This is an optimization exercise on Yosys and OpenROAD, whose aim is small area, a short achievable clock period and few clock cycles per item, not a production implementation.
RTL that was checked went through simulation tests only; none was proved equivalent to the original.

==> inputs of job 874 <==
## cordic_final
module cordic_final (
    input  wire        clk,
    input  wire        rst_n,
    input  wire        start,
    input  wire [31:0] x_in,
    input  wire        func_select,
    output wire        busy,
    output reg         done,
    output wire [32:0] result
);
Settings: LEC_CHECK=0, CAP_MARGIN=20, CORE_MARGIN=2, CORE_UTILIZATION=40, CTS_CLUSTER_DIAMETER=80, CTS_CLUSTER_SIZE=28, SLEW_MARGIN=20; clock period 12.0 ns.
standard.sh (not shown) runs the stock make flow with config.mk's settings and CLKGATE_MAP_FILE= SYNTH_SCRIPT=/design/flow/synth_recipe.tcl, a recipe that flattens the netlist after the stock synthesis.
==> flow/flow/run.sh <==
#!/bin/bash
set -euo pipefail
bash standard.sh SETUP_SLACK_MARGIN=8.5 finish > standard_flow.log 2>&1
==> inputs of job 6824, as changes to job 874 <==
--- a/flow/design.v
+++ b/flow/design.v
@@ -1311,29 +1311,39 @@
     cf_fa u_mu_280 (.a(mu_247c), .b(mu_248s), .c(mu_139), .s(mu_280s), .co(mu_280c));
     wire mu_281 = ~(mu_248c ^ mu_249);
     wire mu_282 = mu_248c | mu_249;
     wire mu_283s, mu_283c;
     cf_fa u_mu_283 (.a(mu_250), .b(mu_251), .c(mu_145), .s(mu_283s), .co(mu_283c));
     wire mu_284 = ~(mu_252 ^ mu_142);
     wire mu_285 = mu_252 | mu_142;
-    reg [29:0] mra;
-    always @(posedge clk) mra <= {mu_283c, mu_282, mu_280c, mu_279, mu_277c, mu_276c, mu_275c, mu_274c, mu_273c, mu_272c, mu_271c, mu_270c, mu_269c, mu_268c, mu_267c, mu_266c, mu_265c, mu_264c, mu_263c, mu_262c, mu_261c, mu_260c, mu_259c, mu_258c, mu_257c, mu_256, mu_254, mu_253, mu_2, mu_1};
-    reg [29:0] mrb;
-    always @(posedge clk) mrb <= {mu_284, mu_283s, mu_281, mu_280s, mu_278, mu_277s, mu_276s, mu_275s, mu_274s, mu_273s, mu_272s, mu_271s, mu_270s, mu_269s, mu_268s, mu_267s, mu_266s, mu_265s, mu_264s, mu_263s, mu_262s, mu_261s, mu_260s, mu_259s, mu_258s, mu_257s, mu_255, bneg[1], 1'b0, bneg[0]};
+    wire [9:0] mla = {mu_261c, mu_260c, mu_259c, mu_258c, mu_257c, mu_256, mu_254, mu_253, mu_2, mu_1};
+    wire [9:0] mlb = {mu_262s, mu_261s, mu_260s, mu_259s, mu_258s, mu_257s, mu_255, bneg[1], 1'b0, bneg[0]};
+    wire [10:0] mls = {1'b0, mla} + {1'b0, mlb};    
+    reg [19:0] mra;
+    always @(posedge clk) mra <= {mu_283c, mu_282, mu_280c, mu_279, mu_277c, mu_276c, mu_275c, mu_274c, mu_273c, mu_272c, mu_271c, mu_270c, mu_269c, mu_268c, mu_267c, mu_266c, mu_265c, mu_264c, mu_263c, mu_262c};
+    reg [19:0] mrb;
+    always @(posedge clk) mrb <= {mu_284, mu_283s, mu_281, mu_280s, mu_278, mu_277s, mu_276s, mu_275s, mu_274s, mu_273s, mu_272s, mu_271s, mu_270s, mu_269s, mu_268s, mu_267s, mu_266s, mu_265s, mu_264s, mu_263s};
+    reg [0:0] mrc;
+    always @(posedge clk) mrc <= mls[10];
     reg [0:0] fsr_p14;
     always @(posedge clk) fsr_p14 <= fsr_p13;
-    wire [29:0] fp = mra + mrb;
+    wire [19:0] fph = mra + mrb + {19'd0, mrc};
+    wire [29:0] fp = {fph, 10'd0};
     wire [14:0] rr = fsr_p14 ? fp[28:14] : fp[29:15];
     reg [14:0] res;
     always @(posedge clk) res <= rr;
     reg [0:0] rsa;
     always @(posedge clk) rsa <= fsr_p14 & fp[28];
     reg [0:0] rsb;
     always @(posedge clk) rsb <= fsr_p14 & fp[29];
-    assign result = {{6{rsb}}, {6{rsa}}, {7{res[14]}}, res[13:0]};
+    reg [0:0] rsc;
+    always @(posedge clk) rsc <= fsr_p14 & fp[28] & fp[29];
+    reg [0:0] rsd;
+    always @(posedge clk) rsd <= fsr_p14 & (fp[28] | fp[29]);
+    assign result = {{5{rsd}}, {5{rsc}}, {4{rsb}}, {4{rsa}}, res};
     reg [13:0] vld;
     always @(posedge clk or negedge rst_n) begin
         if (!rst_n) begin vld <= 0; done <= 1'b0; end
         else begin vld <= {vld[12:0], start}; done <= vld[13]; end
     end
 endmodule
 (* keep_hierarchy = "yes", use_dsp = "yes" *)
==> flow/flow/run.sh (replaced) <==
#!/bin/bash
set -euo pipefail
bash standard.sh SETUP_SLACK_MARGIN=8.65 finish > standard_flow.log 2>&1
==> flow/config.mk (replaced) <==
export PLATFORM = sky130hd
export DESIGN_NAME = cordic_final
export DESIGN_NICKNAME = cordic_final
export VERILOG_FILES = /design/flow/design.v
export SDC_FILE = /design/flow/constraint.sdc
export NUM_CORES = 4
export LEC_CHECK = 0
export CAP_MARGIN = 20
export CORE_MARGIN = 2
export CORE_UTILIZATION = 40
export CTS_BUF_LIST = sky130_fd_sc_hd__clkbuf_8 sky130_fd_sc_hd__clkbuf_16
export CTS_CLUSTER_DIAMETER = 80
export CTS_CLUSTER_SIZE = 22
export SLEW_MARGIN = 20
==> run notes <==
Between job 874 and job 6824, the lower clock skew is in job 6824 (gap 0.0098 ns).
Synthesized cell count is about the same in job 874 and job 6824.
In via count, job 874 and job 6824 hardly differ.
Wire length: job 874 is lower than job 6824 (about 0.4%).
In job 874 the fmax is smaller than in job 6824, by about 3.5%.
Of job 6824 and job 874, job 6824 has the higher clock-buffer cell count (gap 6).
==> figures <==
|  | job 874 | job 6824 |
|---|---|---|
| Sinks on Clock Net | 784 | 768 |
| Outcome | finished clean | finished clean |
| Share of layout cells above drive strength 1 | 6.115% | 5.736% |
| Clock latency on the worst-skew pair | 0.63 ns | 0.61 ns |
| Min-delay src | dqs_p5[2] | fsr_p7 |
| Flop-to-flop setup slack | 8.58 ns | 8.63 ns |
| End point of the worst hold path | dqs_p6[2] | fsr_p8 |
| Multi-input combinational area share | 56.36% | 57.15% |
| Tap cell count | 1476 | 1414 |
| Largest net degree at the start of global routing | 95 | 85 |
| Net count, final | 4920 | 4908 |
| Proportion of cell area occupied by registers | 33.11% | 32.93% |
| Critical path's largest stage delay | 0.38 ns | 0.37 ns |
| Post-CTS setup repair buffer count | 8 | 0 |
Testbench counts of job 6824, summed over its fixed seeds: cycles 2,168, items 2,048.
Only the layout flow was run in job 874; the RTL was not checked for function there.

static timing again, ports no longer ideal:
Ports are ideal in the flow. The routed layouts listed here were re-timed in OpenROAD.
Step 1, drivers: a clkbuf_16 drives clk and a buf_2 each remaining input, both assumed.
Step 2 also shifts input and output timing later by t, the mid clock arrival at the registers, as if the neighbouring blocks saw the same clock.
Three values: ideal ports, drivers, drivers and shift; two values: the first two.
run	t (ns)	setup WS [ns]	latest minus earliest clock arrival (ns)
job 874	0.672	8.366 / 8.305 / 8.056	0.048 / 0.049
job 6824	0.665	8.492 / 8.430 / 8.094	0.022 / 0.021
After both steps setup and hold are still met in every run listed. The setup slack of job 6824, which loses most, moves by -0.062 ns with the drivers and by -0.398 ns with both steps.
